Source: an optimization exercise on an open RTL-to-GDS flow (aim: small area). Production flows keep margins and buffers that such runs may drop.
Function was checked by simulation only, so behaviour that the tests miss may differ from the original.

== alpha ==
Design column_processing_unit_top, start of the top module:
module column_processing_unit_top #(
    parameter NUM_UNITS = 16,
    parameter NUM_COLUMNS = 8,
    parameter COLUMN_SUM_WIDTH = 15,
    parameter FINAL_VECTOR_SUM_WIDTH = 24
)(
    input  wire clk,
    input  wire reset,
    input  wire clear,
    input  wire global_accumulation_enable,
    input  wire start_conversion,
    input  wire [NUM_UNITS-1:0][NUM_COLUMNS-1:0] serial_thermo_in,
    output wire signed [NUM_UNITS-1:0][NUM_COLUMNS-1:0][COLUMN_SUM_WIDTH-1:0] column_sum,
    output wire signed [NUM_UNITS-1:0][FINAL_VECTOR_SUM_WIDTH-1:0] final_vector_sum,
    output wire [NUM_UNITS-1:0] conversion_valid,
    output wire [NUM_UNITS-1:0] column_sum_ready,
    output wire [NUM_UNITS-1:0] processing_complete
);
Size: about 2500 I/O pins, about 0.14 mm^2 of cells after synthesis.
==> flow/config.mk <==
export PLATFORM = sky130hd
export DESIGN_NAME = column_processing_unit_top
export DESIGN_NICKNAME = column_processing_unit_top
export VERILOG_FILES = /design/flow/design.v
export SDC_FILE = /design/flow/constraint.sdc
export NUM_CORES = 4
export LEC_CHECK = 0
export CAP_MARGIN = 20
export CORE_AREA = 10 10 630 630
export DIE_AREA = 0 0 640 640
export SLEW_MARGIN = 20
==> flow/constraint.sdc <==
create_clock -name core_clock -period 10.0 [get_ports {clk}]
set_input_delay 2.0000 -clock core_clock [delete_from_list [all_inputs] [get_ports {clk}]]
set_output_delay 2.0000 -clock core_clock [all_outputs]
set_load 0.01 [all_outputs]
standard.sh (not shown) runs the stock make flow with config.mk's settings and CLKGATE_MAP_FILE= SYNTH_SCRIPT=/design/flow/synth_recipe.tcl, a recipe that flattens the netlist after the stock synthesis.
==> flow/flow/run.sh <==
#!/bin/bash
# Own layout flow: the standard ORFS flow (standard.sh) with
#  - the smallest buffer (buf_1) on every input and output port,
#  - CTS without dummy loads.
# Every tool's output goes to a log file in the work folder.
set -euo pipefail
cat > my_config.mk <<EOM
include $PWD/config.mk
export BUFFER_PORTS_ARGS = -buffer_cell sky130_fd_sc_hd__buf_1
export PLACE_PINS_ARGS = -min_distance 1 -min_distance_in_tracks
EOM
sed "s#DESIGN_CONFIG=[^ ]*#DESIGN_CONFIG=$PWD/my_config.mk#" standard.sh > my_standard.sh
bash my_standard.sh finish > flow_make.log 2>&1
test -f out/final.def
alpha | stages: all done | timing, DRC, antenna: all pass
--- input diff alpha..beta ---
- changing DIE_AREA from 0 0 640 640 to 0 0 560 560
- changing CORE_AREA from 10 10 630 630 to 10 10 550 550
--- a/flow/flow/run.sh
+++ b/flow/flow/run.sh
@@ -9,3 +9,2 @@
 export BUFFER_PORTS_ARGS = -buffer_cell sky130_fd_sc_hd__buf_1
-export PLACE_PINS_ARGS = -min_distance 1 -min_distance_in_tracks
 EOM
## What came out
- beta did not finish; the tool stopped in I/O pin placement (3_2_place_iop) with error PPL-0024.
- Synthesis-stage register bit count across beta and alpha: no real change.
- From alpha to beta the numbers moved as follows: number of nets in the synthesized netlist saw little to no change; number of flops mapped to enable cells by yosys neither gained nor lost much.
- From alpha to beta, netlist area before placement did not move at all.
- From alpha to beta the numbers moved as follows: area share of fa/ha/maj cells after synthesis about even, number of cell rows fell 13%.
- From alpha to beta the numbers moved as follows: starting utilization of the core area saw an increase; die width saw a decrease; vertical die dimension saw a decrease; synthesized-area fraction occupied by xor and xnor cells saw little to no change.
- Diff alpha..beta | synthesized-area fraction occupied by and/or/nand/nor cells | unchanged
Setup changes, beta to gamma
- DIE_AREA: 0 0 560 560 -> 0 0 860 860
- CORE_AREA: 10 10 550 550 -> 10 10 850 850
==> flow/run.sh (new file) <==
#!/bin/bash
# synth_recipe.tcl (not shown) runs the flow's synth.tcl, then flattens the netlist and writes it again
# the make line also repeats each setting of config.mk as NAME=value (left out here)
make -C /OpenROAD-flow-scripts/flow DESIGN_CONFIG=/design/flow/config.mk WORK_HOME=/design/flow/orfs CLKGATE_MAP_FILE= SYNTH_SCRIPT=/design/flow/synth_recipe.tcl finish
removed: flow/flow/run.sh
removed: flow/standard.sh
--- outcome ---
Adder and majority gate portion of the synthesized area came out exactly the same in gamma and beta.
Re die span in y: beta was lower than gamma.
Diff beta -> gamma: proportion of synthesized chip area in sequential cells barely changed, portion of netlist area occupied by mux cells neither gained nor lost much.
gamma reached the end of the flow, and the finished layout is clean on the timing, design-rule and antenna checks.
From beta to gamma, netlist area before placement did not move at all.
Compound-gate portion of the synthesized area: beta vs gamma identical
gamma and beta ended up with roughly the same mean area per synthesized cell.
Summary of gamma over beta: post-synthesis net count saw little to no change, effective utilization at floorplan saw a decrease, number of flops mapped to enable cells by yosys saw little to no change.

## separate check: timing with driven ports
The flow's constraints put no driver on any port. The routed layouts listed below were extracted and timed again, unchanged, in two steps.
Step 1 sets driving cells, clkbuf_16 on the clock port and buf_2 on the other inputs (assumed; they add their load-dependent delay and slew).
Step 2 times the ports against the registers' clock, not the clock port: input delays grow and output delays shrink by t, the midpoint of the rising clock arrivals with the driver on.
Slacks: no drivers / after step 1 / after step 2; pairs: no drivers / after step 1.
run	shift t [ns]	slack for setup (ns)	hold slack, ns	pins driven straight from the clock port
alpha	1.010	1.645 / 1.687 / 0.677	0.411 / 0.411 / 0.411	1
gamma	1.077	1.782 / 1.817 / 0.739	0.376 / 0.376 / 0.376	1
After both steps setup and hold are still met in every run listed. For gamma, which loses most, drivers alone change the setup slack by +0.035 ns; drivers and shift together by -1.043 ns.
